From an optimization exercise on the open Yosys and OpenROAD flow, aimed at small area and few clock cycles; shortcuts taken in it are not production practice.
In this exercise RTL edits were held to simulation tests only and were not proved equivalent to the original.
Power is estimated from default activity; no workload was simulated.

==> flow/design.v <==
`timescale 1ns/1ps
module fifo_hdl_verb #(
	parameter				DSIZE		= 8,
	parameter				DEPTH		= 16,
	parameter				ALMOST		= 3,
	parameter[DSIZE-1:0]	DEF_VALUE	= 0,
    parameter               FIRST_WORD_FALL_THROUGH = "ON"
)(
	input				wr_clk 			,
	input				wr_rst_n        ,
	input				wr_en           ,
	input [DSIZE-1:0]	wr_data         ,
	output[4:0]			wr_count        ,
	output				full            ,
	output				almost_full     ,
	input				rd_clk			,
	input				rd_rst_n        ,
	input				rd_en           ,
	output[DSIZE-1:0]	rd_data         ,
	output[4:0]			rd_count        ,
	output				empty           ,
	output				almost_empty
);
reg     inner_rd_en;
wire    rd_en_tri;
wire    buf_vld;
generate
if(FIRST_WORD_FALL_THROUGH=="ON")
    assign rd_en_tri = (rd_en && buf_vld) || inner_rd_en;
else
    assign rd_en_tri = rd_en;
endgenerate
localparam	RSIZE	= 	(DEPTH<16)?  4 :
						(DEPTH<32)?  5 :
      					(DEPTH<64)?  6 :
						(DEPTH<128)? 7 : 8;
reg	[RSIZE-1:0]	wr_point,rd_point;
wire	rst_n;
assign	rst_n	= wr_rst_n && rd_rst_n;
reg 	full_flag,empty_flag;
reg 	wr_step,rd_step;
reg [DEPTH-1:0]     rd_b_flag;
reg [DEPTH-1:0]     wr_b_flag;
always@(posedge wr_clk,negedge rst_n)begin
    if(~rst_n)  wr_b_flag   <= {DEPTH{1'b0}};
    else begin
        if(wr_en && !full_flag)begin
            if(wr_b_flag[wr_point] == rd_b_flag[wr_point])
                    wr_b_flag[wr_point] <= !wr_b_flag[wr_point];
            else    wr_b_flag[wr_point] <= wr_b_flag[wr_point];
        end else    wr_b_flag           <= wr_b_flag;
end end
always@(posedge rd_clk,negedge rst_n)begin
    if(~rst_n)  rd_b_flag   <= {DEPTH{1'b0}};
    else begin
        if(( rd_en_tri) && !empty_flag)begin
            if(rd_b_flag[rd_point] != wr_b_flag[rd_point])
                    rd_b_flag[rd_point] <= ~rd_b_flag[rd_point];
            else    rd_b_flag[rd_point] <= rd_b_flag[rd_point];
        end else    rd_b_flag           <= rd_b_flag;
end end
always@(posedge wr_clk,negedge rst_n)
	if(~rst_n)		wr_point	<= {RSIZE{1'b0}};
	else begin
		if(wr_en && !full_flag)begin
			if(wr_point == DEPTH-1)
					wr_point	<= {RSIZE{1'b0}};
			else	wr_point	<= wr_point + 1'b1;
		end else 	wr_point	<= wr_point;
	end
always@(posedge rd_clk,negedge rst_n)
	if(~rst_n)		rd_point	<= {RSIZE{1'b0}};
	else begin
		if(( rd_en_tri) && !empty_flag)begin
			if(rd_point == DEPTH-1)
					rd_point	<= {RSIZE{1'b0}};
			else	rd_point	<= rd_point + 1'b1;
		end else	rd_point	<= rd_point;
	end
always@(posedge wr_clk,negedge rst_n)
	if(~rst_n)		wr_step	<= 1'b0;
	else begin
		if(wr_point == DEPTH-1 && wr_en && !full_flag)
					wr_step	<= ~wr_step;
		else		wr_step	<= wr_step;
	end
always@(posedge rd_clk,negedge rst_n)
	if(~rst_n)		rd_step	<= 1'b0;
	else begin
		if(rd_point == DEPTH-1 && ( rd_en_tri) && !empty_flag)
					rd_step	<= ~rd_step;
		else		rd_step	<= rd_step;
	end
reg	[RSIZE-1:0]	next_wr_point;
always@(posedge wr_clk,negedge rst_n)
	if(~rst_n)		next_wr_point	<= {RSIZE{1'b0}}+1'b1;
	else begin
		if(wr_en &&   !full_flag)begin
			if(next_wr_point == DEPTH-1)
					next_wr_point	<= {RSIZE{1'b0}};
			else	next_wr_point	<= next_wr_point + 1'b1;
		end else 	next_wr_point	<= next_wr_point;
	end
reg	[RSIZE-1:0]	next_rd_point;
always@(posedge rd_clk,negedge rst_n)
	if(~rst_n)		next_rd_point	<= {RSIZE{1'b0}}+1'b1;
	else begin
		if(( rd_en_tri) &&   !empty_flag)begin
			if(next_rd_point == DEPTH-1)
					next_rd_point	<= {RSIZE{1'b0}};
			else	next_rd_point	<= next_rd_point + 1'b1;
		end else 	next_rd_point	<= next_rd_point;
	end
always@(posedge wr_clk,negedge rst_n)
	if(~rst_n)	full_flag	<= 1'b0;
    else begin
        if(wr_en && !full_flag)
                full_flag	<= wr_b_flag[next_wr_point] != rd_b_flag[next_wr_point];
        else    full_flag	<= wr_b_flag[wr_point] != rd_b_flag[wr_point];
    end
    always@(posedge rd_clk,negedge rst_n)
    	if(~rst_n)	empty_flag	<= 1'b1;
    	else begin
            if((rd_en_tri) && !empty_flag && FIRST_WORD_FALL_THROUGH=="ON")
                    empty_flag	<= rd_b_flag[next_rd_point] == wr_b_flag[next_rd_point];
         	else    empty_flag	<= rd_b_flag[rd_point] == wr_b_flag[rd_point];
        end
reg 	almost_full_flag,almost_empty_flag;
always@(posedge wr_clk,negedge rst_n)
	if(~rst_n)	almost_full_flag	<= 1'b0;
	else 		almost_full_flag	<= {wr_step^rd_step,wr_point} >= ((DEPTH-ALMOST) + rd_point);
always@(posedge rd_clk,negedge rst_n)
	if(~rst_n)	almost_empty_flag	<= 1'b1;
	else 		almost_empty_flag	<= {wr_step^rd_step,wr_point} <= (ALMOST+rd_point);
reg [DSIZE-1:0]	data [DEPTH-1:0];
always@(posedge wr_clk,negedge rst_n)begin:MEM_BLOCK
integer	II;
	if(~rst_n)begin
		for(II=0;II<DEPTH;II=II+1)
			data[II]	<= DEF_VALUE;
	end else begin
		if(wr_en && !full_flag)
				data[wr_point]	<= wr_data;
		else	data[wr_point]	<= data[wr_point];
end end
reg [DSIZE-1:0]		rd_data_reg;
always@(posedge rd_clk,negedge rst_n)
	if(~rst_n)		rd_data_reg	<= DEF_VALUE;
	else
    	if(rd_en)
                rd_data_reg	<= data[rd_point];
        else    rd_data_reg <= rd_data_reg;
reg [4:0]	wr_cnt_reg,rd_cnt_reg;
always@(posedge wr_clk,negedge rst_n)
	if(~rst_n)	wr_cnt_reg	<= 5'd0;
	else if(full_flag)
				wr_cnt_reg	<= DEPTH;
	else if(wr_step^rd_step)
				wr_cnt_reg	<= (DEPTH+wr_point)-rd_point;
	else		wr_cnt_reg	<= wr_point - rd_point;
always@(posedge rd_clk,negedge rst_n)
	if(~rst_n)	rd_cnt_reg	<= 5'd0;
	else if(empty_flag)
				rd_cnt_reg	<= 5'd0;
	else if(wr_step^rd_step)
				rd_cnt_reg	<= (DEPTH+wr_point)-rd_point;
	else		rd_cnt_reg	<= wr_point - rd_point;
logic[DSIZE-1:0]        ff_rd_data;
logic                   ff_rd_data_vld;
logic[9-1:0]            ff_rd_count;
logic                   ff_empty;
logic                   first_ff_vld_exec;
always@(posedge rd_clk,negedge rst_n)
    if(~rst_n)      ff_rd_data_vld  <= 1'b0;
    else begin
        case({ff_rd_data_vld,rd_en,!empty_flag})
        3'b000: ff_rd_data_vld  <= 1'b0;
        3'b001: ff_rd_data_vld  <= 1'b1;
        3'b010: ff_rd_data_vld  <= 1'b0;
        3'b011: ff_rd_data_vld  <= 1'b1;
        3'b100: ff_rd_data_vld  <= 1'b1;
        3'b101: ff_rd_data_vld  <= 1'b1;
        3'b110: ff_rd_data_vld  <= 1'b0;
        3'b111: ff_rd_data_vld  <= 1'b1;
        default:ff_rd_data_vld  <= 1'b0;
        endcase
    end
always@(posedge rd_clk,negedge rst_n)
    if(~rst_n)      first_ff_vld_exec  <= 1'b0;
    else begin
        case({ff_rd_data_vld,rd_en,!empty_flag})
        3'b000: first_ff_vld_exec  <= first_ff_vld_exec;
        3'b001: first_ff_vld_exec  <= 1'b1;
        3'b010: first_ff_vld_exec  <= first_ff_vld_exec;
        3'b011: first_ff_vld_exec  <= 1'b1;
        3'b100: first_ff_vld_exec  <= 1'b1;
        3'b101: first_ff_vld_exec  <= 1'b1;
        3'b110: first_ff_vld_exec  <= first_ff_vld_exec;
        3'b111: first_ff_vld_exec  <= 1'b1;
        default:first_ff_vld_exec  <= first_ff_vld_exec;
        endcase
    end
always@(posedge rd_clk,negedge rst_n)
    if(~rst_n)      ff_empty  <= 1'b1;
    else begin
        case({ff_rd_data_vld,rd_en,!empty_flag})
        3'b000: ff_empty  <= ~(1'b0) || 1'b0 ;   
        3'b001: ff_empty  <= ~(1'b1) || 1'b1 ;  
        3'b010: ff_empty  <= ~(1'b0) || 1'b0 ;  
        3'b011: ff_empty  <= ~(1'b1) || 1'b1 ;  
        3'b100: ff_empty  <= ~(1'b1) || 1'b0 ;  
        3'b101: ff_empty  <= ~(1'b1) || 1'b0 ;  
        3'b110: ff_empty  <= ~(1'b0) || 1'b0 ;  
        3'b111: ff_empty  <= ~(1'b1) || 1'b0 ;  
        default:ff_empty  <= ~(1'b0) || 1'b0 ;  
        endcase
    end
always@(posedge rd_clk,negedge rst_n)
    if(~rst_n)      ff_rd_data  <= 1'b0;
    else begin
        case({ff_rd_data_vld,rd_en,!empty_flag})
        3'b000: ff_rd_data  <= ff_rd_data;
        3'b001: ff_rd_data  <= data[rd_point];
        3'b010: ff_rd_data  <= ff_rd_data;
        3'b011: ff_rd_data  <= data[rd_point];
        3'b100: ff_rd_data  <= ff_rd_data;
        3'b101: ff_rd_data  <= ff_rd_data;
        3'b110: ff_rd_data  <= ff_rd_data;
        3'b111: ff_rd_data  <= data[rd_point];
        default:ff_rd_data  <= ff_rd_data;
        endcase
    end
generate
if(FIRST_WORD_FALL_THROUGH == "ON")
always@(posedge rd_clk,negedge rst_n)
    if(~rst_n)      inner_rd_en  <= 1'b0;
    else begin
        case({ff_rd_data_vld,rd_en,!empty_flag})
        3'b000: inner_rd_en  <= 1'b0;
        3'b001: inner_rd_en  <= 1'b1;
        3'b010: inner_rd_en  <= 1'b0;
        3'b011: inner_rd_en  <= 1'b1;
        3'b100: inner_rd_en  <= 1'b0;
        3'b101: inner_rd_en  <= 1'b0;
        3'b110: inner_rd_en  <= 1'b0;
        3'b111: inner_rd_en  <= 1'b0;
        default:inner_rd_en  <= 1'b0;
        endcase
    end
else
assign inner_rd_en = rd_en;
endgenerate
assign	rd_data	= ff_rd_data;
assign buf_vld = ff_rd_data_vld;
assign	full		= full_flag;
assign	empty		= FIRST_WORD_FALL_THROUGH=="OFF"? empty_flag : ff_empty;
assign	almost_full	= almost_full_flag;
assign	almost_empty= almost_empty_flag;
assign	rd_data		= FIRST_WORD_FALL_THROUGH=="OFF"? rd_data_reg : ff_rd_data;
assign	wr_count	= wr_cnt_reg;
assign	rd_count	= rd_cnt_reg;
endmodule
`timescale 1ns/1ps
module data_pipe_nto1 #(
    parameter   DSIZE   = 8,
    parameter   NSIZE   = 8
)(
    input                           clock,
    input                           rst_n,
    input [DSIZE*NSIZE-1:0]         wr_data,
    input                           wr_vld,
    output logic                    wr_ready,
    output logic[DSIZE-1:0]         rd_data,
    output logic                    rd_vld,
    input                           rd_ready
);
localparam CW = 3;    
localparam SW = DSIZE*(NSIZE-1);
logic [CW-1:0]  cnt;
logic [SW-1:0]  st;          
logic [SW-1:0]  st_nxt;
logic           inv;         
logic           empty;
logic           fire;
logic           ld, sh, hd;
assign empty    = (cnt == {CW{1'b0}});
assign wr_ready = empty && rd_ready && rst_n;
assign rd_vld   = !empty || (wr_vld && wr_ready);
assign fire     = rd_vld && rd_ready;
generate for (genvar B = 0; B < DSIZE; B++) begin : g_out
    out_bit u_out (.w(wr_data[DSIZE*(NSIZE-1) + B]), .s(st[SW-DSIZE + B]), .inv(inv),
                   .pass(empty), .y(rd_data[B]));
end endgenerate
always @(posedge clock, negedge rst_n)
    if (!rst_n)     cnt <= {CW{1'b0}};
    else            cnt <= {cnt[2] ^ (fire && cnt[1] && cnt[0]),
                            cnt[1] ^ (fire && cnt[0]),
                            cnt[0] ^ fire};
assign ld = empty;
assign sh = !empty && rd_ready;
assign hd = !rd_ready;
genvar K;
generate for (K = 0; K < SW; K++) begin : g_st
    aoi222 u_nxt (.a(wr_data[K]), .sa(ld), .b(st[(K+SW-DSIZE) % SW]), .sb(sh),
                  .c(st[K]), .sc(hd), .y(st_nxt[K]));
end endgenerate
always @(posedge clock) begin
    st  <= st_nxt;
    inv <= empty || !inv;
end
endmodule
module aoi222 (
    input   a, sa, b, sb, c, sc,
    output  y
);
assign y = !((a && sa) || (b && sb) || (c && sc));
endmodule
module out_bit (
    input   w, s, inv, pass,
    output  y
);
assign y = pass ? w : (s ^ inv);
endmodule
==> flow/flow/run.sh <==
#!/bin/bash
export BUFFER_PORTS_ARGS="-buffer_cell sky130_fd_sc_hd__buf_1"
export CTS_ARGS="-sink_clustering_enable -repair_clock_nets -dont_use_dummy_load -sink_clustering_size 32 -sink_clustering_max_diameter 200 -sink_clustering_levels 1 -buf_list sky130_fd_sc_hd__clkbuf_4 -root_buf sky130_fd_sc_hd__clkbuf_4"
bash standard.sh > standard.log 2>&1
==> flow/standard.sh <==
#!/bin/bash
# synth_recipe.tcl (not shown) runs the flow's synth.tcl, then flattens the netlist and writes it again
# the make line also repeats each setting of config.mk as NAME=value (left out here)
make -C /OpenROAD-flow-scripts/flow DESIGN_CONFIG=/design/flow/config.mk WORK_HOME=/design/flow/orfs CLKGATE_MAP_FILE= SYNTH_SCRIPT=/design/flow/synth_recipe.tcl "${@:-finish}"
==> flow/config.mk <==
export PLATFORM = sky130hd
export DESIGN_NAME = data_pipe_nto1
export DESIGN_NICKNAME = data_pipe_nto1
export VERILOG_FILES = /design/flow/design.v
export SDC_FILE = /design/flow/constraint.sdc
export NUM_CORES = 4
export LEC_CHECK = 0
export CAP_MARGIN = 20
export CORE_MARGIN = 2
export CORE_UTILIZATION = 40
export PLACE_DENSITY = 0.6
export SLEW_MARGIN = 20
export SYNTH_HIERARCHICAL = 1
==> flow/constraint.sdc <==
create_clock -name core_clock -period 5.0 [get_ports {clock}]
set_input_delay 1.0000 -clock core_clock [delete_from_list [all_inputs] [get_ports {clock}]]
set_output_delay 1.0000 -clock core_clock [all_outputs]
set_load 0.01 [all_outputs]
==> reports/results.env, run 1 <==
OUTCOME='timing/DRC/antenna clean'
CTS.REPAIR.RESIZED=0
AVGSYNTHCELLAREA_UM2=13.1
POSTSYNTHREGISTERBITS=60
CRITICAL_PATH_CAPTURE_POINT_TYPE='output pin'
OVERFLOW=0
GLOBAL_ROUTE_WIRE_LENGTH_BEFORE_REPAIR_UM=7420
TIMING.FINAL.HOLD_VIOLATIONS=0
POSTCTSSETUPBUFFERS=0
UNREPAIRED_SETUP_ENDPOINTS_AFTER_GLOBAL_ROUTING='false'
DIE-HEIGHT_UM=74.8
WORSTREG2REGSTART='cnt[1]$_DFF_PN0_'
WL_PER_CELL_UM=15.6
VIA_COUNT=1867
YS_TYPES=15
START_UTIL=0.419
DRT_FIRST_ITER_VIOLATIONS=289
NETLIST.AREA_LEADER.SHARE=0.569
FINAL_NET_COUNT=314
MAX-CAP-VIOLATIONS=0
TIMING.HOLD.WORST.START='st[35]$_DFF_P_'
DIE-WIDTH_UM=74.8
GRT_MAX_DEGREE=58
POWER.IR.VDD_WORST_mV=0.278
HOLDBUFCOUNTCTS=0
DRIVE_ABOVE_1_SHARE=0.0617
CTS-BUFFERS-INSERTED=9
P_LEAK_uW=0.000898
AREAL_POWER_DENSITY_OVER_THE_CELLS_nW_PER_UM2=689
DRT_WL_TOTAL_UM=4830
CTS_TREE='yes'
CRIT_REQUIRED_NS=4.00
DRT_FIRST_PASS_ITERS=11
SYNTH_TOP_CELL_BY_AREA='sky130_fd_sc_hd__dfxtp_1'
GRT_ANTENNA_BEFORE_REPAIR=0
NUMBER_OF_GLOBAL_ROUTE_VIAS_BEFORE_REPAIR=1656
FMAX_MHz=366
CTSROOTBUFFERMASTER='sky130_fd_sc_hd__clkbuf_4'
HP-CLASS='reg -> reg'
POST_DRT_VIA_CELL_RATIO=6.02
CTS_MAX_PATH_BUFFERS=2
REGTOREGENDPOINT='st[15]$_DFF_P_'
CLKSLEWWORSTSETUPHOLDPATHS_NS=0.09
FIN_TNS_SETUP_NS=0
TOTAL_STANDARD_CELL_AREA_AFTER_SYNTHESIS_UM2=2010
REPORT.FINAL.SETUP_VIOL=0
NUMCLOCKSINKS=60
TIMING.SETUP.CRITICAL_PATH_CLASS='reg -> out'
TIMING.MAX_SLEW.REL_SLACK=0.607
FINALHOLDWORSTSLACK_NS=0.426
SYNTH_AREA_LEADERS='sky130_fd_sc_hd__dfxtp_1 (57%), sky130_fd_sc_hd__a222oi_1 (28%), sky130_fd_sc_hd__xnor2_1 (3.9%)'
MIN_PERIOD_OVER_PERIOD=0.546
HOLDPATHEND='st[43]$_DFF_P_'
CLOCK_INSERTION_DELAY_WORST_SKEW_NS=0.39
SYNTH.YOSYS.WARNINGS=7
FF2FF_PATH_DEPTH=5
POST-ROUTE-DRC-COUNT=0
PIN_SLEW_WITH_THE_LEAST_HEADROOM_TO_ITS_LIMIT_NS=0.589
CORE.ROWCOUNT=25
DESIGN.DIE.AREA_UM2=5600
MIN_PATH_CELLS=1
DESIGN.CORE.AREA_UM2=4790
SYNTHESIS_TO_LAYOUT_AREA_GROWTH_PCT=24.8
PATH_MAX_FANOUT=38
IO_BUFFERS=77
FIN_CRIT_NS=2.73
TRACK_USAGE=0.176
SYNTH-SEQ-AREA-SHARE=0.606
NUMBER_OF_TOP_LEVEL_PINS=78
CTS.HTREE.LEVELS=3
ANTENNADIODECOUNT=0
RRSETUPSLACK_NS=3.23
SYN_NETS=222
MAXSLEWVIOLCOUNT=0
ESTIMATED_WIRELENGTH_OF_THE_DETAIL_PLACED_DESIGN_UM=3020
POSTSYNTHCELLCOUNT=153
CRITPATHARRIVALTIME_NS=1.73
DRTANTENNAVIOLNETS=0
WORST_CLOCK_SKEW_NS=0.0210
SETUP.WORST_PATH.START_CLASS='register'
GP_CONGESTION=0.682
-- cells in the mapped netlist (all sizes together) --
library cell   n
dfxtp         57
a222oi        56
nand2         10
xnor2          9
o21ai          8
dfrtp          3
nand3          2
a21oi          1
and3           1
ha             1
inv            1
nand2b         1
nor2           1
nor3           1
xor2           1
-- registers in the layout (all words and copies together), names as in the netlist --
name / count
st: 56
cnt: 3
inv: 1
-- Yosys stat by module (local to each module, per instance) --
module / area (um^2) / cells
out_bit: 17.5 / 3
aoi222: 10.0 / 1
data_pipe_nto1: 1310 / 73
-- layer usage --
metal	part of all wire	vias to the layer above	global-route usage
met1	0.46	895	0.232
met2	0.44	81	0.261
met5	0	-	0
met3	0.081	8	0.0602
met4	0.015	0	0.0833
li1	-	883	-
-- power breakdown --
| part | total, uW | switching (uW) | internal, uW |
|---|---|---|---|
| clock | 227 | 143 | 83.4 |
| sequential | 925 | 180 | 745 |
| combinational | 573 | 281 | 291 |
| total | 1720 | 605 | 1120 |
-- logic make-up after synthesis --
family,Yosys count,share of synthesized area
and+or+nand+nor,16,0.0399
DFF,60,0.606
adders and majority gates,1,0.00624
AOI/OAI and AO/OA,65,0.302
buffers and inverters,1,0.00187
xor gates and xnor gates,10,0.0437
-- cells in the final DEF, fill, tap and decap left out --
master / count
sky130_fd_sc_hd__buf_1: 77
sky130_fd_sc_hd__o21ai_1: 8
sky130_fd_sc_hd__ha_1: 1
sky130_fd_sc_hd__a222oi_1: 56
sky130_fd_sc_hd__and3_1: 1
sky130_fd_sc_hd__nand3_1: 2
sky130_fd_sc_hd__buf_4: 3
sky130_fd_sc_hd__nand2_1: 10
sky130_fd_sc_hd__nor2_4: 1
sky130_fd_sc_hd__clkbuf_4: 9
sky130_fd_sc_hd__buf_16: 1
sky130_fd_sc_hd__dfxtp_1: 57
sky130_fd_sc_hd__xor2_1: 1
sky130_fd_sc_hd__clkinv_1: 1
sky130_fd_sc_hd__nor3_4: 1
sky130_fd_sc_hd__dfrtp_1: 3
sky130_fd_sc_hd__xnor2_1: 9
sky130_fd_sc_hd__a21oi_1: 1
sky130_fd_sc_hd__nand2b_1: 1
-- through the flow --
stage               setup slack [ns]  cells  total power (uW)  area [um^2]   util
finish                          2.27    310              1720         2500  0.523
global route                    2.12    310              1850         2500  0.523
CTS                             2.24    310              1740         2500  0.523
detailed placement              2.44    301              1510         2440  0.509
global placement                2.38    300              1490         2410  0.503
floorplan                       1.27    153              1310         2010      -
-- worst max path at each step --
stage,from,depth (start not counted),endpoint,slack [ns]
2_1_floorplan,rd_ready,3,st[0]$_DFF_P_,1.27
3_3_place_gp,rd_ready,4,st[11]$_DFF_P_,2.38
3_5_place_dp,rst_n,3,wr_ready,2.44
4_1_cts,cnt[1]$_DFF_PN0_,5,rd_data[4],2.24
5_1_grt,cnt[1]$_DFF_PN0_,5,rd_data[1],2.12
6_report,cnt[1]$_DFF_PN0_,5,rd_data[4],2.27
-- critical path, stage by stage (launching register included) --
cell	delay, ns
sky130_fd_sc_hd__dfrtp_1	0.43
sky130_fd_sc_hd__nor3_4	0.20
sky130_fd_sc_hd__buf_4	0.38
sky130_fd_sc_hd__nand2_1	0.09
sky130_fd_sc_hd__o21ai_1	0.07
sky130_fd_sc_hd__buf_1	0.16
-- layout make-up --
| class | count | area (um^2) |
|---|---|---|
| multi-input cells | 92 | 793 |
| well taps | 67 | 83.8 |
| inverters | 1 | 3.75 |
| repair buffers | 81 | 339 |
| fillers | 471 | 2280 |
| clock buffers | 9 | 67.6 |
| flip-flops and latches | 60 | 1220 |
Testbench counts, summed over its fixed seeds: cycles 25,600.
==> run 2, diff against run 1 <==
--- a/flow/design.v
+++ b/flow/design.v
@@ -298,7 +298,7 @@
                             cnt[0] ^ fire};
 assign ld = empty;
 assign sh = !empty && rd_ready;
-assign hd = !rd_ready;
+assign hd = !empty && !rd_ready;
 genvar K;
 generate for (K = 0; K < SW; K++) begin : g_st
     aoi222 u_nxt (.a(wr_data[K]), .sa(ld), .b(st[(K+SW-DSIZE) % SW]), .sb(sh),
==> run 2 against run 1 <==
Against the previous run: via count increased by 0.59%; synthesized cell count unchanged; routed wire length increased by 1.6%; combinational power increased by 9.6%.
==> reports/results.env, run 2 <==
ASYNCSETRESETFLOPFRACSYNTH=0.0500  # unchanged
NUMBER_OF_ENABLE_FLIP_FLOP_CELLS_AFTER_SYNTHESIS=0  # unchanged
DRT_FIRST_ITER_VIOLATIONS=316  # +9.3%
SYNTH.YOSYS.WARNINGS=7  # unchanged
SYN_NETS=222  # unchanged
MOST_COMMON_LIBRARY_CELL_IN_THE_LAYOUT_IGNORING_FILL_AND_TAPS='sky130_fd_sc_hd__buf_1'
NETLIST.AREA_LEADER.SHARE=0.568  # -0.00142
SWSHARE=0.360  # +0.00868
FINAL_NET_COUNT=314  # unchanged
CTS-BUFFERS-INSERTED=9  # unchanged
P_LEAK_uW=0.000906  # +0.85%
TIMING.SETUP.CRITICAL_PATH_CLASS='reg -> out'
CTS.HTREE.LEVELS=3  # unchanged
TOTAL_SWITCHING_POWER_uW=640  # +5.8%
VIA_COUNT=1878  # +0.59%
NUMBER_OF_TOP_LEVEL_PINS=78  # unchanged
YS_TYPES=15  # unchanged
CRIT_PATH_TOP_DELAY_CELL='sky130_fd_sc_hd__buf_4'
PATH_BUF_INV=2  # unchanged
CTS.REPAIR.RESIZED=0  # unchanged
FIN_TNS_SETUP_NS=0  # unchanged
POST_DRT_VIA_CELL_RATIO=6.06  # +0.59%
SYNTH-SEQ-AREA-SHARE=0.605  # -0.00151
IO_BUFFERS=77  # unchanged
SETUP.WORST_PATH.START_CLASS='register'
TIMING.HOLD.WORST.START='st[19]$_DFF_P_'
TIMING.FINAL.HOLD_VIOLATIONS=0  # unchanged
POSTSYNTHCELLCOUNT=153  # unchanged
UNREPAIRED_SETUP_ENDPOINTS_AFTER_GLOBAL_ROUTING='false'
SYNTH.MOST_COMMON_CELL='sky130_fd_sc_hd__dfxtp_1'
CTSROOTBUFFERMASTER='sky130_fd_sc_hd__clkbuf_4'
NUMBER_OF_GLOBAL_ROUTE_VIAS_BEFORE_REPAIR=1609  # -2.8%
DRTANTENNAVIOLNETS=0  # unchanged
MOST_FREQUENT_CELLS_IN_THE_LAYOUT='sky130_fd_sc_hd__buf_1 (77), sky130_fd_sc_hd__dfxtp_1 (57), sky130_fd_sc_hd__a222oi_1 (56)'
MIN_PERIOD_OVER_PERIOD=0.576  # +0.0298
GRT_MAX_DEGREE=57  # -1.7%
LARGEST_REGISTER_FFS=56  # unchanged
DRIVE_ABOVE_1_SHARE=0.0658  # +0.00412
INTPOWER_uW=1140  # +1.8%
GRT_ANTENNA_BEFORE_REPAIR=0  # unchanged
CRIT_REQUIRED_NS=4.00  # about the same
RRSETUPSLACK_NS=2.98  # -0.25 ns
CRITICAL_PATH_CAPTURE_POINT_TYPE='output pin'
REPORT.FINAL.SETUP_VIOL=0  # unchanged
POSTSYNTHREGISTERBITS=60  # unchanged
WL_PER_CELL_UM=15.8  # +1.6%
START_UTIL=0.420  # +0.00105
POWER.IR.VDD_WORST_mV=0.348  # +25%
CORE.ROWCOUNT=25  # unchanged
POSTCTSSETUPBUFFERS=0  # unchanged
CRITICAL_PATH_CELL_COUNT=5  # unchanged
TOTAL_STANDARD_CELL_AREA_AFTER_SYNTHESIS_UM2=2010  # +0.25%
WORSTREG2REGSTART='cnt[1]$_DFF_PN0_'
WORST_CLOCK_SKEW_NS=0.0187  # -0.00229 ns
TRACK_USAGE=0.173  # -0.00329
CLOCK_INSERTION_DELAY_WORST_SKEW_NS=0.38  # about the same
SYNTH_AREA_LEADERS='sky130_fd_sc_hd__dfxtp_1 (57%), sky130_fd_sc_hd__a222oi_1 (28%), sky130_fd_sc_hd__xnor2_1 (3.9%)'
GLOBAL_ROUTE_WIRE_LENGTH_BEFORE_REPAIR_UM=7200  # -2.9%
MAXSLEWVIOLCOUNT=0  # unchanged
REGTOREGENDPOINT='st[28]$_DFF_P_'
CTS_TREE='yes'
CTS_MAX_PATH_BUFFERS=2  # unchanged
SHARE_CLK_OF_TOTAL_POWER=0.126  # -0.005
SYNTHESIS_TO_LAYOUT_AREA_GROWTH_PCT=24.8  # about the same
LARGEST_REGISTERS_RANKED_BY_FLIP_FLOP_COUNT='st x56, cnt x3, inv x1'
GP_CONGESTION=0.757  # +11%
PATH_DELAY_FAMILY='buffers and inverters'
FIN_CRIT_NS=2.88  # +0.149 ns
DESIGN.CORE.AREA_UM2=4790  # unchanged
OUTCOME='timing/DRC/antenna clean'
TIMING.MAX_SLEW.REL_SLACK=0.614  # +0.00726
SHARE_OF_THE_CORE_FILLED_WITH_CELLS_IN_THE_FINAL_LAYOUT=0.524  # +0.00105
ANTENNADIODECOUNT=0  # unchanged
DIE-HEIGHT_UM=74.9  # +0.12%
OVERFLOW=0  # unchanged
CRITICAL_PATH.MAX_STAGE_DELAY_NS=0.47  # +0.04 ns
DIE-WIDTH_UM=74.9  # +0.12%
DRT_FIRST_PASS_ITERS=7  # -4
AVGSYNTHCELLAREA_UM2=13.1  # +0.25%
CRITPATHARRIVALTIME_NS=1.88  # +0.15 ns
PATH_MAX_FANOUT=52  # +37%
SYNTH.CELLS.MOST_FREQUENT='sky130_fd_sc_hd__dfxtp_1 (57), sky130_fd_sc_hd__a222oi_1 (56), sky130_fd_sc_hd__nand2_1 (10)'
FMAX_MHz=347  # -5.2%
DESIGN.DIE.AREA_UM2=5610  # +0.24%
WORSTPATHCELLLIST='nor3_4 -> buf_4 -> nand2_1 -> o21ai_1 -> buf_1'
SYNTH_FLOP_CELL='sky130_fd_sc_hd__dfxtp_1'
SYNTH_TOP_CELL_BY_AREA='sky130_fd_sc_hd__dfxtp_1'
PWR-SHARE-SEQ=0.521  # -0.015
DRT_WL_TOTAL_UM=4900  # +1.6%
ESTIMATED_WIRELENGTH_OF_THE_DETAIL_PLACED_DESIGN_UM=3080  # +1.8%
HOLDPATHEND='st[27]$_DFF_P_'
HOLDBUFCOUNTCTS=0  # unchanged
NUMCLOCKSINKS=60  # unchanged
POST-ROUTE-DRC-COUNT=0  # unchanged
POWER.SHARE.COMBINATIONAL=0.353  # +0.021
MAX-CAP-VIOLATIONS=0  # unchanged
PIN_SLEW_WITH_THE_LEAST_HEADROOM_TO_ITS_LIMIT_NS=0.578  # -0.0109 ns
HP-CLASS='reg -> reg'
CLKSLEWWORSTSETUPHOLDPATHS_NS=0.09  # about the same
REGISTERS.TOP_BY_FF_COUNT='st'
AREAL_POWER_DENSITY_OVER_THE_CELLS_nW_PER_UM2=710  # +3.0%
MIN_PATH_CELLS=1  # unchanged
FF2FF_PATH_DEPTH=5  # unchanged
[run 2: stage by stage]
| step | power (uW) | hold WS, ns | instance area (um^2) | setup WS [ns] | cells |
|---|---|---|---|---|---|
| finish | 1780 | 0.423 | 2510 | 2.12 | 310 |
| global route | 1910 | 0.460 | 2510 | 1.97 | 310 |
| CTS | 1790 | 0.421 | 2510 | 2.09 | 310 |
| detailed placement | 1570 | 0.434 | 2440 | 2.41 | 301 |
| global placement | 1550 | 0.429 | 2420 | 2.43 | 300 |
| floorplan | 1350 | 0.421 | 2010 | 1.60 | 153 |
[run 2: kinds of logic (layout without fill, tap and decap cells)]
group           Yosys count  in the layout  share of synthesized area
simple gates             17             17                     0.0429
buf+inv                   0             90                          0
xor+xnor                 10             10                     0.0436
fa+ha+maj                 1              1                    0.00622
compound gates           65             65                      0.302
flops                    60             60                      0.605
[run 2: layer usage]
metal	vias to the layer above	routed length, um	global-route usage
li1	887	-	-
met1	902	2270	0.228
met2	84	2220	0.256
met3	5	368	0.0428
met4	0	37	0.101
met5	-	0	0
[run 2: how the worst max path moves through the flow]
stage                     startpoint  slack [ns]       endpoint
global route        cnt[1]$_DFF_PN0_        1.97     rd_data[6]
detailed placement          rd_ready        2.41         rd_vld
CTS                 cnt[1]$_DFF_PN0_        2.09     rd_data[1]
finish              cnt[1]$_DFF_PN0_        2.12     rd_data[1]
floorplan           cnt[1]$_DFF_PN0_        1.60  st[0]$_DFF_P_
global placement            rd_ready        2.43       wr_ready
[run 2: Yosys stat by module, one instance, submodules excluded]
module          cells inside  flops+latches  cell area, um^2  copies in the design
out_bit                    3              0             17.5                     8
data_pipe_nto1            73             60             1310                     1
aoi222                     1              0             10.0                    56
[run 2: worst register-to-register path, stage by stage, from the launching register on]
cell	delay, ns
sky130_fd_sc_hd__dfrtp_1	0.44
sky130_fd_sc_hd__nor3_4	0.21
sky130_fd_sc_hd__buf_4	0.47
sky130_fd_sc_hd__nor2_4	0.24
sky130_fd_sc_hd__buf_12	0.23
sky130_fd_sc_hd__a222oi_1	0.33
[run 2: layout make-up]
class	instances	area (um^2)
clock buffer	9	67.6
fill	454	2280
multi-input combinational	93	810
sequential	60	1220
tap	67	83.8
timing repair buffer	81	332
[run 2: power groups by stage]
stage | clock, uW | sequential [uW] | combinational [uW]
floorplan | 0 | 888 | 461
global placement | 0 | 933 | 613
detailed placement | 0 | 934 | 632
CTS | 234 | 924 | 634
global route | 250 | 957 | 704
finish | 225 | 927 | 628
Testbench counts of run 2, summed over its fixed seeds: cycles 25,600.
==> run 3, diff against run 2 <==
--- a/flow/config.mk
+++ b/flow/config.mk
@@ -5,9 +5,9 @@
 export SDC_FILE = /design/flow/constraint.sdc
 export NUM_CORES = 4
 export LEC_CHECK = 0
-export CAP_MARGIN = 20
+export CAP_MARGIN = 0
 export CORE_MARGIN = 2
 export CORE_UTILIZATION = 40
 export PLACE_DENSITY = 0.6
-export SLEW_MARGIN = 20
+export SLEW_MARGIN = 0
 export SYNTH_HIERARCHICAL = 1
==> run 3 against run 2 <==
Against the previous run: setup slack gained 0.0054 ns; routed wire length shrank 1.4%; utilization is 0.42 points lower; die area unchanged; combinational power is 2% lower; synthesized cell count unchanged; critical path depth is the same; register-to-register slack got worse by 0.16 ns; highest routed layer unchanged.
==> reports/results.env, run 3 <==
LAYOUT.CELL_AREA.NON_FILLER_UM2=2490  # -0.80%
LAYOUT.FILLER_CELLS=458  # +0.88%
CRITICAL_PATH_CAPTURE_POINT_TYPE='output pin'
CTS.HTREE.LEVELS=3  # unchanged
GRT_MAX_DEGREE=57  # unchanged
CRIT_REQUIRED_NS=4.00  # about the same
WORST_CLOCK_SKEW_NS=0.0227  # +0.00400 ns
POST-ROUTE-DRC-COUNT=0  # unchanged
CTSROOTBUFFERMASTER='sky130_fd_sc_hd__clkbuf_4'
FINAL_NET_COUNT=313  # -0.32%
SYNTH-SEQ-AREA-SHARE=0.605  # unchanged
TIMING.SETUP.CRITICAL_PATH_CLASS='reg -> out'
CTS-BUFFERS-INSERTED=9  # unchanged
POSTSYNTHCELLCOUNT=153  # unchanged
NUMCLOCKSINKS=60  # unchanged
FIN_TNS_SETUP_NS=0  # unchanged
P_LEAK_uW=0.000896  # -1.0%
REPORT.POWER.TOTAL_uW=1770  # -0.76%
CLOCK_INSERTION_DELAY_WORST_SKEW_NS=0.37  # about the same
FINAL-INSTANCE-COUNT-EXCL-FILL=309  # -0.32%
POST_DRT_VIA_CELL_RATIO=5.87  # -3.1%
SYNTH.CELLS.MOST_FREQUENT='sky130_fd_sc_hd__dfxtp_1 (57), sky130_fd_sc_hd__a222oi_1 (56), sky130_fd_sc_hd__nand2_1 (10)'
DRT_FIRST_PASS_ITERS=8  # +1
CLKSLEWWORSTSETUPHOLDPATHS_NS=0.09  # about the same
ANTENNADIODECOUNT=0  # unchanged
NUMBER_OF_ENABLE_FLIP_FLOP_CELLS_AFTER_SYNTHESIS=0  # unchanged
START_UTIL=0.420  # unchanged
DP.CELLS=300  # -0.33%
LARGEST_REGISTER_FFS=56  # unchanged
SYNTH_AREA_LEADERS='sky130_fd_sc_hd__dfxtp_1 (57%), sky130_fd_sc_hd__a222oi_1 (28%), sky130_fd_sc_hd__xnor2_1 (3.9%)'
MULTI_INPUT_COMB_AREA_UM2=810  # unchanged
TIMING.MAX_SLEW.REL_SLACK=0.188  # -0.425
UNREPAIRED_SETUP_ENDPOINTS_AFTER_GLOBAL_ROUTING='false'
SEQ_AREA_UM2=1220  # unchanged
DRTANTENNAVIOLNETS=0  # unchanged
POWER.SHARE.COMBINATIONAL=0.349  # -0.004
FINALHOLDWORSTSLACK_NS=0.424  # +0.000807 ns
LARGEST_REGISTERS_RANKED_BY_FLIP_FLOP_COUNT='st x56, cnt x3, inv x1'
SHARE_CLK_OF_TOTAL_POWER=0.126  # about the same
YS_TYPES=15  # unchanged
INTPOWER_uW=1130  # -0.60%
CRITPATHARRIVALTIME_NS=1.87  # about the same
AVGSYNTHCELLAREA_UM2=13.1  # unchanged
FIN_CRIT_NS=2.87  # -0.00541 ns
OVERFLOW=0  # unchanged
DIE-WIDTH_UM=74.9  # unchanged
SYNTH_FLOP_CELL='sky130_fd_sc_hd__dfxtp_1'
REGISTERS.TOP_BY_FF_COUNT='st'
NUMBER_OF_TOP_LEVEL_PINS=78  # unchanged
SYNTH.MOST_COMMON_CELL='sky130_fd_sc_hd__dfxtp_1'
SYNTH.YOSYS.WARNINGS=7  # unchanged
CORE.ROWCOUNT=25  # unchanged
GRT_ANTENNA_BEFORE_REPAIR=0  # unchanged
HOLDBUFCOUNTCTS=0  # unchanged
DESIGN.DIE.AREA_UM2=5610  # unchanged
WL_PER_CELL_UM=15.6  # -1.0%
IO_BUFFERS=77  # unchanged
SYNTHESIS_TO_LAYOUT_AREA_GROWTH_PCT=23.8
TOTAL_SWITCHING_POWER_uW=633  # -1.1%
FMAX_MHz=348  # +0.19%
POST_DP_CELL_AREA_UM2=2420  # -0.82%
MAX-CAP-VIOLATIONS=0  # unchanged
ESTIMATED_WIRELENGTH_OF_THE_DETAIL_PLACED_DESIGN_UM=3000  # -2.5%
REPORT.FINAL.SETUP_VIOL=0  # unchanged
HP-CLASS='reg -> reg'
PWR-SHARE-SEQ=0.524  # +0.003
DESIGN.CORE.AREA_UM2=4790  # unchanged
NETLIST.AREA_LEADER.SHARE=0.568  # unchanged
SETUP.WORST_PATH.START_CLASS='register'
POSTSYNTHREGISTERBITS=60  # unchanged
CTS.REPAIR.RESIZED=0  # unchanged
SYN_NETS=222  # unchanged
CTS_TREE='yes'
SYNTH_TOP_CELL_BY_AREA='sky130_fd_sc_hd__dfxtp_1'
ASYNCSETRESETFLOPFRACSYNTH=0.0500  # unchanged
GP_CONGESTION=0.757  # unchanged
PATH_MAX_FANOUT=52  # unchanged
MIN_PERIOD_OVER_PERIOD=0.575  # -0.00108
TRACK_USAGE=0.173  # +0.000328
DRIVE_ABOVE_1_SHARE=0.0620  # -0.00386
MOST_COMMON_LIBRARY_CELL_IN_THE_LAYOUT_IGNORING_FILL_AND_TAPS='sky130_fd_sc_hd__buf_1'
SWSHARE=0.358  # -0.00105
POWER.IR.VDD_WORST_mV=0.304  # -13%
PIN_SLEW_WITH_THE_LEAST_HEADROOM_TO_ITS_LIMIT_NS=1.21  # +0.637 ns
CTS_MAX_PATH_BUFFERS=2  # unchanged
GLOBAL_ROUTE_WIRE_LENGTH_BEFORE_REPAIR_UM=7260  # +0.76%
POSTCTSSETUPBUFFERS=0  # unchanged
DRT_FIRST_ITER_VIOLATIONS=291  # -7.9%
MAXSLEWVIOLCOUNT=0  # unchanged
TOTAL_STANDARD_CELL_AREA_AFTER_SYNTHESIS_UM2=2010  # unchanged
TIMING.FINAL.HOLD_VIOLATIONS=0  # unchanged
OUTCOME='timing/DRC/antenna clean'
DRT_WL_TOTAL_UM=4840  # -1.4%
MOST_FREQUENT_CELLS_IN_THE_LAYOUT='sky130_fd_sc_hd__buf_1 (77), sky130_fd_sc_hd__dfxtp_1 (57), sky130_fd_sc_hd__a222oi_1 (56)'
VIA_COUNT=1813  # -3.5%
AREAL_POWER_DENSITY_OVER_THE_CELLS_nW_PER_UM2=710  # about the same
DIE-HEIGHT_UM=74.9  # unchanged
NUMBER_OF_GLOBAL_ROUTE_VIAS_BEFORE_REPAIR=1629  # +1.2%
-- run 3: cell types whose count changed in the layout (fill, tap and decap cells not counted) --
cell | previous run | this run
sky130_fd_sc_hd__buf_12 | 1 | 0
-- run 3: cells by family after synthesis --
| logic type | Yosys count | share of synthesized area |
|---|---|---|
| compound gates | 65 | 0.302 |
| flops | 60 | 0.605 |
| simple gates | 17 | 0.0429 |
| xor+xnor | 10 | 0.0436 |
| fa+ha+maj | 1 | 0.00622 |
-- run 3: modules after synthesis, one instance, submodules excluded --
module	flops+latches	times used
aoi222	0	56
data_pipe_nto1	60	1
out_bit	0	8
-- run 3: power groups by stage --
stage	registers (uW)	clock network [uW]	logic [uW]
finish	926	223	617
floorplan	888	0	461
global route	957	252	692
detailed placement	931	0	624
global placement	933	0	613
CTS	924	235	624
-- run 3: path summary, 6_finish.rpt --
| kind | from | end | slack, ns | cells after the start |
|---|---|---|---|---|
| max | cnt[1]$_DFF_PN0_ | rd_data[3] | 2.13 | 5 |
| min | st[34]$_DFF_P_ | st[42]$_DFF_P_ | 0.42 | 1 |
| min in group asynchronous | rst_n | cnt[0]$_DFF_PN0_ | 0.48 | 1 |
| min reg2reg | st[34]$_DFF_P_ | st[42]$_DFF_P_ | 0.42 | 1 |
| max in group asynchronous | rst_n | cnt[2]$_DFF_PN0_ | 4.32 | 1 |
| max reg2reg | cnt[1]$_DFF_PN0_ | st[11]$_DFF_P_ | 2.82 | 4 |
-- run 3: final cells by class --
type                    count  share of cell area
clock buffers               9              0.0271
flip-flops and latches     60               0.489
well taps                  67              0.0337
multi-input cells          93               0.325
repair buffers             80               0.125
-- run 3: routing by layer --
metal	up-vias	GRT usage	routed length, um
met1	855	0.232	2290
met3	6	0.0455	295
li1	886	-	-
met2	66	0.250	2180
met5	-	0	0
met4	0	0.105	74
-- run 3: worst max-delay path, cell delays in order, from the launching register on --
cell,delay [ns]
sky130_fd_sc_hd__dfrtp_1,0.43
sky130_fd_sc_hd__nor3_4,0.21
sky130_fd_sc_hd__buf_4,0.47
sky130_fd_sc_hd__nand2_1,0.12
sky130_fd_sc_hd__o21ai_1,0.11
sky130_fd_sc_hd__buf_1,0.17
-- run 3: stage by stage --
stage	setup WS (ns)	utilization
2_1_floorplan	1.60	-
3_3_place_gp	2.43	0.506
3_5_place_dp	2.39	0.506
4_1_cts	2.06	0.520
5_1_grt	1.94	0.520
6_report	2.13	0.520
==> run 4, diff against run 3 <==
--- a/flow/design.v
+++ b/flow/design.v
@@ -298,7 +298,7 @@
                             cnt[0] ^ fire};
 assign ld = empty;
 assign sh = !empty && rd_ready;
-assign hd = !empty && !rd_ready;
+assign hd = !rd_ready;
 genvar K;
 generate for (K = 0; K < SW; K++) begin : g_st
     aoi222 u_nxt (.a(wr_data[K]), .sa(ld), .b(st[(K+SW-DSIZE) % SW]), .sb(sh),
==> run 4 against run 3 <==
Against the previous run: setup slack better by 0.14 ns; sequential share of layout area up 0.25 points; maximum frequency up 5.3%; via count up 3.9%; largest power group unchanged.
==> reports/results.env, run 4 <==
WORSTREG2REGSTART='cnt[0]$_DFF_PN0_'
SYN_NETS=222  # unchanged
CLOCK_INSERTION_DELAY_WORST_SKEW_NS=0.38  # about the same
GP_CONGESTION=0.682  # -9.8%
SYNTH.MOST_COMMON_CELL='sky130_fd_sc_hd__dfxtp_1'
MOST_COMMON_LIBRARY_CELL_IN_THE_LAYOUT_IGNORING_FILL_AND_TAPS='sky130_fd_sc_hd__buf_1'
DRT_FIRST_PASS_ITERS=13  # +5
SYNTH_AREA_LEADERS='sky130_fd_sc_hd__dfxtp_1 (57%), sky130_fd_sc_hd__a222oi_1 (28%), sky130_fd_sc_hd__xnor2_1 (3.9%)'
PIN_SLEW_WITH_THE_LEAST_HEADROOM_TO_ITS_LIMIT_NS=1.18  # -0.0371 ns
CTS-BUFFERS-INSERTED=9  # unchanged
SETUP.WORST_PATH.START_CLASS='register'
MAX-CAP-VIOLATIONS=0  # unchanged
AREAL_POWER_DENSITY_OVER_THE_CELLS_nW_PER_UM2=691  # -2.7%
CLKSLEWWORSTSETUPHOLDPATHS_NS=0.10  # about the same
CTS.REPAIR.RESIZED=0  # unchanged
TOTAL_STANDARD_CELL_AREA_AFTER_SYNTHESIS_UM2=2010  # -0.25%
TIMING.MAX_SLEW.REL_SLACK=0.213  # +0.0248
LARGEST_REGISTER_FFS=56  # unchanged
ANTENNADIODECOUNT=0  # unchanged
TIMING.HOLD.WORST.START='st[46]$_DFF_P_'
SYNTH_TOP_CELL_BY_AREA='sky130_fd_sc_hd__dfxtp_1'
POWER.IR.VDD_WORST_mV=0.313  # +3.0%
POST-ROUTE-DRC-COUNT=0  # unchanged
DRT_FIRST_ITER_VIOLATIONS=308  # +5.8%
LARGEST_REGISTERS_RANKED_BY_FLIP_FLOP_COUNT='st x56, cnt x3, inv x1'
SYNTH_FLOP_CELL='sky130_fd_sc_hd__dfxtp_1'
NUMCLOCKSINKS=60  # unchanged
ESTIMATED_WIRELENGTH_OF_THE_DETAIL_PLACED_DESIGN_UM=2960  # -1.3%
WL_PER_CELL_UM=15.6  # -0.48%
POSTCTSSETUPBUFFERS=0  # unchanged
REPORT.FINAL.SETUP_VIOL=0  # unchanged
FINAL_NET_COUNT=313  # unchanged
NUMBER_OF_TOP_LEVEL_PINS=78  # unchanged
IO_BUFFERS=77  # unchanged
CTS.HTREE.LEVELS=3  # unchanged
YS_TYPES=15  # unchanged
SYNTHESIS_TO_LAYOUT_AREA_GROWTH_PCT=23.5
GRT_MAX_DEGREE=58  # +1.8%
POSTSYNTHREGISTERBITS=60  # unchanged
MIN_PERIOD_OVER_PERIOD=0.546  # -0.0288
POSTSYNTHCELLCOUNT=153  # unchanged
DRIVE_ABOVE_1_SHARE=0.0579  # -0.00413
OUTCOME='timing/DRC/antenna clean'
PATH_MAX_FANOUT=38  # -27%
P_LEAK_uW=0.000885  # -1.2%
SYNTH.YOSYS.WARNINGS=7  # unchanged
AVGSYNTHCELLAREA_UM2=13.1  # -0.25%
NUMBER_OF_ENABLE_FLIP_FLOP_CELLS_AFTER_SYNTHESIS=0  # unchanged
SYNTH.CELLS.MOST_FREQUENT='sky130_fd_sc_hd__dfxtp_1 (57), sky130_fd_sc_hd__a222oi_1 (56), sky130_fd_sc_hd__nand2_1 (10)'
HOLDBUFCOUNTCTS=0  # unchanged
MOST_FREQUENT_CELLS_IN_THE_LAYOUT='sky130_fd_sc_hd__buf_1 (77), sky130_fd_sc_hd__dfxtp_1 (57), sky130_fd_sc_hd__a222oi_1 (56)'
FMAX_MHz=366  # +5.3%
HP-CLASS='reg -> reg'
GRT_ANTENNA_BEFORE_REPAIR=0  # unchanged
NETLIST.AREA_LEADER.SHARE=0.569  # +0.00142
START_UTIL=0.419  # -0.00105
UNREPAIRED_SETUP_ENDPOINTS_AFTER_GLOBAL_ROUTING='false'
DESIGN.CORE.AREA_UM2=4790  # unchanged
CRITICAL_PATH_CAPTURE_POINT_TYPE='output pin'
REGISTERS.TOP_BY_FF_COUNT='st'
FIN_TNS_SETUP_NS=0  # unchanged
FF2FF_PATH_DEPTH=4  # unchanged
FIN_CRIT_NS=2.73  # -0.144 ns
TIMING.SETUP.CRITICAL_PATH_CLASS='reg -> out'
DRT_WL_TOTAL_UM=4810  # -0.48%
TIMING.FINAL.HOLD_VIOLATIONS=0  # unchanged
REPORT.POWER.TOTAL_uW=1710  # -3.2%
MIN_PATH_CELLS=1  # unchanged
SYNTH-SEQ-AREA-SHARE=0.606  # +0.00151
ASYNCSETRESETFLOPFRACSYNTH=0.0500  # unchanged
WORST_CLOCK_SKEW_NS=0.0269  # +0.00421 ns
CRITICAL_PATH_STARTPOINT='cnt[0]$_DFF_PN0_'
NUMBER_OF_GLOBAL_ROUTE_VIAS_BEFORE_REPAIR=1625  # -0.25%
CTSROOTBUFFERMASTER='sky130_fd_sc_hd__clkbuf_4'
CTS_TREE='yes'
DESIGN.DIE.AREA_UM2=5600  # -0.24%
VIA_COUNT=1884  # +3.9%
CORE.ROWCOUNT=25  # unchanged
POST_DRT_VIA_CELL_RATIO=6.10  # +3.9%
CRITPATHARRIVALTIME_NS=1.73  # -0.14 ns
DIE-HEIGHT_UM=74.8  # -0.12%
MAXSLEWVIOLCOUNT=0  # unchanged
CRIT_REQUIRED_NS=4.00  # about the same
DRTANTENNAVIOLNETS=0  # unchanged
CTS_MAX_PATH_BUFFERS=2  # unchanged
TRACK_USAGE=0.175  # +0.00180
DIE-WIDTH_UM=74.8  # -0.12%
GLOBAL_ROUTE_WIRE_LENGTH_BEFORE_REPAIR_UM=7420  # +2.2%
OVERFLOW=0  # unchanged
-- run 4: critical path: stages (launching register included) --
cell	delay (ns)
sky130_fd_sc_hd__dfrtp_1	0.43
sky130_fd_sc_hd__nor3_4	0.18
sky130_fd_sc_hd__buf_4	0.38
sky130_fd_sc_hd__nand2_1	0.09
sky130_fd_sc_hd__o21ai_1	0.09
sky130_fd_sc_hd__buf_1	0.16
-- run 4: layer usage --
layer,global-route usage,vias to the layer above,share of wire
li1,-,881,-
met1,0.233,912,0.45
met2,0.261,85,0.45
met3,0.0696,6,0.089
met4,0.0595,0,0.0091
met5,0,-,0
-- run 4: modules after synthesis, one instance, submodules excluded --
module,cells,times used
out_bit,3,8
aoi222,1,56
data_pipe_nto1,73,1
-- run 4: kinds of logic (layout without fill, tap and decap cells) --
kind of cell / count (synthesis) / count (layout) / share of synthesized area
buffers and inverters: 1 / 90 / 0.00187
xor gates and xnor gates: 10 / 10 / 0.0437
and+or+nand+nor: 16 / 16 / 0.0399
adders and majority gates: 1 / 1 / 0.00624
DFF: 60 / 60 / 0.606
AOI/OAI and AO/OA: 65 / 65 / 0.302
-- run 4: final cells by class --
cell class	instances	area (um^2)
well taps	67	83.8
repair buffers	80	312
clock buffers	9	67.6
multi-input cells	92	793
inverters	1	3.75
flip-flops and latches	60	1220
fillers	461	2310
-- run 4: metrics by stage --
stage	utilization	setup slack, ns	hold WS, ns	cells	instance area, um^2
floorplan	-	1.27	0.421	153	2010
global placement	0.503	2.38	0.426	300	2410
detailed placement	0.503	2.37	0.433	300	2410
CTS	0.517	2.26	0.432	309	2480
global route	0.517	2.11	0.431	309	2480
finish	0.517	2.27	0.432	309	2480
-- run 4: power by group --
part	internal (uW)	switching [uW]	total (uW)
registers	745	178	923
logic	281	281	562
clock network	83.6	141	225
total	1110	600	1710
-- run 4: final timing paths --
check	endpoint	slack (ns)
hold reg to reg	st[54]$_DFF_P_	0.43
hold / removal	st[54]$_DFF_P_	0.43
setup / recovery	rd_data[1]	2.27
max in group asynchronous	cnt[1]$_DFF_PN0_	4.30
min in group asynchronous	cnt[0]$_DFF_PN0_	0.45
setup reg to reg	st[15]$_DFF_P_	2.95
Testbench counts of run 4, summed over its fixed seeds: cycles 25,600.
==> run 5, diff against run 4 <==
--- a/flow/config.mk
+++ b/flow/config.mk
@@ -7,7 +7,7 @@
 export LEC_CHECK = 0
 export CAP_MARGIN = 0
 export CORE_MARGIN = 2
-export CORE_UTILIZATION = 40
-export PLACE_DENSITY = 0.6
+export CORE_UTILIZATION = 70
+export PLACE_DENSITY = 0.85
 export SLEW_MARGIN = 0
 export SYNTH_HIERARCHICAL = 1
==> run 5 against run 4 <==
Against the previous run: combinational power grew 2%; clock power shrank 3%; sequential share of layout area grew 0.91 points; still clean on timing, DRC and antenna; first-iteration DRC count grew 45%; worst hold slack gained 0.0027 ns; utilization grew 37 points; critical path type unchanged.
==> reports/results.env, run 5 <==
GP_CONGESTION=0.802  # +18%
SYNTHESIS_TO_LAYOUT_AREA_GROWTH_PCT=21.2
GR-USAGE-MET2=0.529  # +0.269
AVGSYNTHCELLAREA_UM2=13.1  # unchanged
GLOBAL_ROUTE.USAGE.MET3=0.132  # +0.0619
FINAL_NET_COUNT=313  # unchanged
POWER.SHARE.COMBINATIONAL=0.331  # +0.002
POWER.IR.VDD_WORST_mV=0.647  # +110%
CLOCK_INSERTION_DELAY_WORST_SKEW_NS=0.37  # about the same
FIN_TNS_SETUP_NS=0  # unchanged
CTS.HTREE.LEVELS=3  # unchanged
TIMING.FINAL.WS_SETUP_NS=2.23  # -0.0424 ns
POSTSYNTHREGISTERBITS=60  # unchanged
MOST_FREQUENT_CELLS_IN_THE_LAYOUT='sky130_fd_sc_hd__buf_1 (77), sky130_fd_sc_hd__dfxtp_1 (57), sky130_fd_sc_hd__a222oi_1 (56)'
DESIGN.CORE.AREA_UM2=2730  # -43%
CRITICAL_PATH_CAPTURE_POINT_TYPE='output pin'
DRTANTENNAVIOLNETS=0  # unchanged
SYNTH_TOP_CELL_BY_AREA='sky130_fd_sc_hd__dfxtp_1'
SYNTH.MOST_COMMON_CELL='sky130_fd_sc_hd__dfxtp_1'
HP-CLASS='reg -> reg'
IO_BUFFERS=77  # unchanged
SETUP.WORST_PATH.START_CLASS='register'
MIN_PERIOD_OVER_PERIOD=0.555  # +0.00847
ASYNCSETRESETFLOPFRACSYNTH=0.0500  # unchanged
CTS-BUFFERS-INSERTED=9  # unchanged
TOTAL_SWITCHING_POWER_uW=617  # +2.8%
PATH_DELAY_FAMILY='buffers and inverters'
CLKSLEWWORSTSETUPHOLDPATHS_NS=0.09  # about the same
LARGEST_REGISTER_FFS=56  # unchanged
DIE-HEIGHT_UM=57.5  # -23%
LAYOUT.FILLER_CELLS=136  # -70%
CRIT_PATH_END='rd_data[6]'
PIN_SLEW_WITH_THE_LEAST_HEADROOM_TO_ITS_LIMIT_NS=1.14  # -0.0379 ns
AREAL_POWER_DENSITY_OVER_THE_CELLS_nW_PER_UM2=711  # +2.9%
TIMING.SETUP.CRITICAL_PATH_CLASS='reg -> out'
DIE-WIDTH_UM=57.5  # -23%
SHARE_OF_THE_CORE_FILLED_WITH_CELLS_IN_THE_FINAL_LAYOUT=0.889  # +0.372
SYNTH.CELLS.MOST_FREQUENT='sky130_fd_sc_hd__dfxtp_1 (57), sky130_fd_sc_hd__a222oi_1 (56), sky130_fd_sc_hd__nand2_1 (10)'
WL_PER_CELL_UM=18.0  # +16%
INTPOWER_uW=1110  # about the same
OVERFLOW=0  # unchanged
NUMBER_OF_ENABLE_FLIP_FLOP_CELLS_AFTER_SYNTHESIS=0  # unchanged
DETAILEDPLACE.WORSTSLACK_NS=2.13  # -0.242 ns
POST-ROUTE-DRC-COUNT=0  # unchanged
LARGEST_REGISTERS_RANKED_BY_FLIP_FLOP_COUNT='st x56, cnt x3, inv x1'
MAX-CAP-VIOLATIONS=0  # unchanged
TIMING.MAX_SLEW.REL_SLACK=0.238  # +0.0253
CRITPATHARRIVALTIME_NS=1.77  # +0.04 ns
WORST_CLOCK_SKEW_NS=0.0213  # -0.00564 ns
REGTOREGENDPOINT='st[51]$_DFF_P_'
WORSTPATHCELLLIST='nor3_4 -> buf_4 -> nand2_1 -> o21ai_1 -> buf_1'
POSTSYNTHCELLCOUNT=153  # unchanged
MULTI_INPUT_COMB_AREA_UM2=793  # unchanged
ANTENNADIODECOUNT=0  # unchanged
NUMBER_OF_TOP_LEVEL_PINS=78  # unchanged
DRT_WL_TOTAL_UM=4920  # +2.3%
CTS.REPAIR.RESIZED=0  # unchanged
CRITICAL_PATH.MAX_STAGE_DELAY_NS=0.44  # about the same
REPORT.FINAL.SETUP_VIOL=0  # unchanged
NUMCLOCKSINKS=60  # unchanged
SYNTH_AREA_LEADERS='sky130_fd_sc_hd__dfxtp_1 (57%), sky130_fd_sc_hd__a222oi_1 (28%), sky130_fd_sc_hd__xnor2_1 (3.9%)'
BUSIEST_METAL_LAYER_AFTER_GLOBAL_ROUTING='met2'
FMAX_MHz=361  # -1.5%
POSTCTSSETUPBUFFERS=0  # unchanged
CTS_MAX_PATH_BUFFERS=2  # unchanged
REGISTERS.TOP_BY_FF_COUNT='st'
CRIT_PATH_TOP_DELAY_CELL='sky130_fd_sc_hd__dfrtp_1'
TRACK_USAGE=0.322  # +0.147
HOLDBUFCOUNTCTS=0  # unchanged
OUTCOME='timing/DRC/antenna clean'
MAXSLEWVIOLCOUNT=0  # unchanged
WORSTREG2REGSTART='cnt[1]$_DFF_PN0_'
GLOBAL_ROUTE_WIRE_LENGTH_BEFORE_REPAIR_UM=7940  # +7.0%
CTSROOTBUFFERMASTER='sky130_fd_sc_hd__clkbuf_4'
TOTAL_STANDARD_CELL_AREA_AFTER_SYNTHESIS_UM2=2010  # unchanged
PATH_MAX_FANOUT=39  # +2.6%
SWSHARE=0.357  # +0.00615
CRITICAL_PATH_STARTPOINT='cnt[1]$_DFF_PN0_'
GRT_ANTENNA_BEFORE_REPAIR=0  # unchanged
P_LEAK_uW=0.000889  # +0.42%
SYN_NETS=222  # unchanged
SHARE_CLK_OF_TOTAL_POWER=0.126  # -0.005
CRITICAL_PATH_CELL_COUNT=5  # unchanged
GRT_MAX_DEGREE=59  # +1.7%
DRT_FIRST_PASS_ITERS=17  # +4
PATH_BUF_INV=2  # unchanged
CTS_TREE='yes'
SYNTH_FLOP_CELL='sky130_fd_sc_hd__dfxtp_1'
DRIVE_ABOVE_1_SHARE=0.0579  # unchanged
NUMBER_OF_GLOBAL_ROUTE_VIAS_BEFORE_REPAIR=1746  # +7.4%
START_UTIL=0.734  # +0.315
SEQ_AREA_UM2=1220  # unchanged
FF2FF_PATH_DEPTH=4  # unchanged
YS_TYPES=15  # unchanged
DRT_FIRST_ITER_VIOLATIONS=448  # +45%
ESTIMATED_WIRELENGTH_OF_THE_DETAIL_PLACED_DESIGN_UM=3240  # +9.2%
POST_DRT_VIA_CELL_RATIO=6.85  # +12%
CORE.ROWCOUNT=19  # -24%
TIMING.FINAL.HOLD_VIOLATIONS=0  # unchanged
CRIT_REQUIRED_NS=4.00  # about the same
NETLIST.AREA_LEADER.SHARE=0.569  # unchanged
GR-USAGE-MET1=0.391  # +0.158
RRSETUPSLACK_NS=2.83  # -0.12 ns
SYNTH-SEQ-AREA-SHARE=0.606  # unchanged
UNREPAIRED_SETUP_ENDPOINTS_AFTER_GLOBAL_ROUTING='false'
DESIGN.DIE.AREA_UM2=3310  # -41%
PWR-SHARE-SEQ=0.543  # +0.003
VIA_COUNT=1871  # -0.69%
FIN_CRIT_NS=2.77  # +0.0424 ns
SYNTH.YOSYS.WARNINGS=7  # unchanged
MOST_COMMON_LIBRARY_CELL_IN_THE_LAYOUT_IGNORING_FILL_AND_TAPS='sky130_fd_sc_hd__buf_1'
-- run 5: cell count changes in the layout (fill, tap and decap cells not counted) --
cell / delta
sky130_fd_sc_hd__inv_1: +1
sky130_fd_sc_hd__clkinv_1: -1
-- run 5: logic make-up (layout without fill, tap and decap cells) --
| kind of cell | count (synthesis) | count (layout) | share of synthesized area |
|---|---|---|---|
| fa+ha+maj | 1 | 1 | 0.00624 |
| simple gates | 16 | 16 | 0.0399 |
| flops | 60 | 60 | 0.606 |
| buf+inv | 1 | 90 | 0.00187 |
| compound gates | 65 | 65 | 0.302 |
| xor+xnor | 10 | 10 | 0.0437 |
-- run 5: how the worst min path moves through the flow --
stage              startpoint               end  slack [ns]  cells past startpoint
4_1_cts                 rst_n  cnt[2]$_DFF_PN0_        0.43                      1
3_5_place_dp   st[30]$_DFF_P_    st[38]$_DFF_P_        0.43                      1
3_3_place_gp   st[28]$_DFF_P_    st[36]$_DFF_P_        0.43                      1
6_report       st[31]$_DFF_P_    st[39]$_DFF_P_        0.43                      1
2_1_floorplan   st[2]$_DFF_P_    st[10]$_DFF_P_        0.42                      1
5_1_grt                 rst_n  cnt[2]$_DFF_PN0_        0.45                      1
-- run 5: final cells by class --
cell class,count,share of cell area
flip-flops and latches,60,0.500
repair buffers,80,0.128
multi-input cells,92,0.326
clock buffers,9,0.0278
inverters,1,0.00154
well taps,31,0.0160
-- run 5: metal layers --
layer / routed length (um) / up-vias
met5: 0 / -
met2: 2570 / 116
met3: 475 / 4
met1: 1840 / 870
li1: - / 881
met4: 43 / 0
-- run 5: worst register-to-register path, stage by stage, from the launching register on --
cell                       delay (ns)
sky130_fd_sc_hd__dfrtp_1         0.44
sky130_fd_sc_hd__nor3_4          0.07
sky130_fd_sc_hd__buf_4           0.25
sky130_fd_sc_hd__nor2_4          0.91
sky130_fd_sc_hd__a222oi_1        0.28
-- run 5: power groups by stage --
stage,registers (uW),logic (uW),clock network [uW]
6_report,937,572,218
5_1_grt,961,639,241
4_1_cts,933,569,224
3_5_place_dp,940,568,0
3_3_place_gp,919,530,0
2_1_floorplan,885,422,0
-- run 5: stage by stage --
stage / power, uW / area [um^2] / hold WS (ns) / std cells
CTS: 1730 / 2430 / 0.432 / 273
global placement: 1450 / 2360 / 0.428 / 264
global route: 1840 / 2430 / 0.450 / 273
finish: 1730 / 2430 / 0.434 / 273
floorplan: 1310 / 2010 / 0.421 / 153
detailed placement: 1510 / 2360 / 0.431 / 264
-- run 5: per-module statistics from Yosys, one instance, submodules excluded --
module / flops+latches / area [um^2]
aoi222: 0 / 10.0
data_pipe_nto1: 60 / 1310
out_bit: 0 / 17.5

separate check: timing with driven ports:
No port has a modelled driver above. Below, the same layouts with a new extraction and two added sets of constraints. Step 1 sets driving cells, clkbuf_16 on the clock port and buf_2 on the other inputs (assumed; they add their load-dependent delay and slew). Step 2 also shifts input and output timing later by t, the mid clock arrival at the registers, as if the neighbouring blocks saw the same clock. Slacks: ideal ports / drivers / drivers and shift; pairs: ideal ports / drivers.
run	t, ns	slack for setup (ns)	hold slack, ns	worst setup path after step 2	worst data-port slew with drivers (ns)
run 1	0.402	2.269 / 2.245 / 2.421	0.426 / 0.426 / 0.426	input to output	0.04
run 2	0.393	2.120 / 2.096 / 2.388	0.423 / 0.423 / 0.423	input to output	0.05
run 3	0.387	2.125 / 2.101 / 2.375	0.424 / 0.424 / 0.424	input to output	0.05
run 4	0.389	2.269 / 2.245 / 2.395	0.432 / 0.432 / 0.432	input to register	0.04
run 5	0.387	2.227 / 2.201 / 2.033	0.434 / 0.434 / 0.434	input to register	0.04
After both steps setup and hold are still met in every run listed. The setup slack of run 5, which loses most, moves by -0.026 ns with the drivers and by -0.194 ns with both steps.
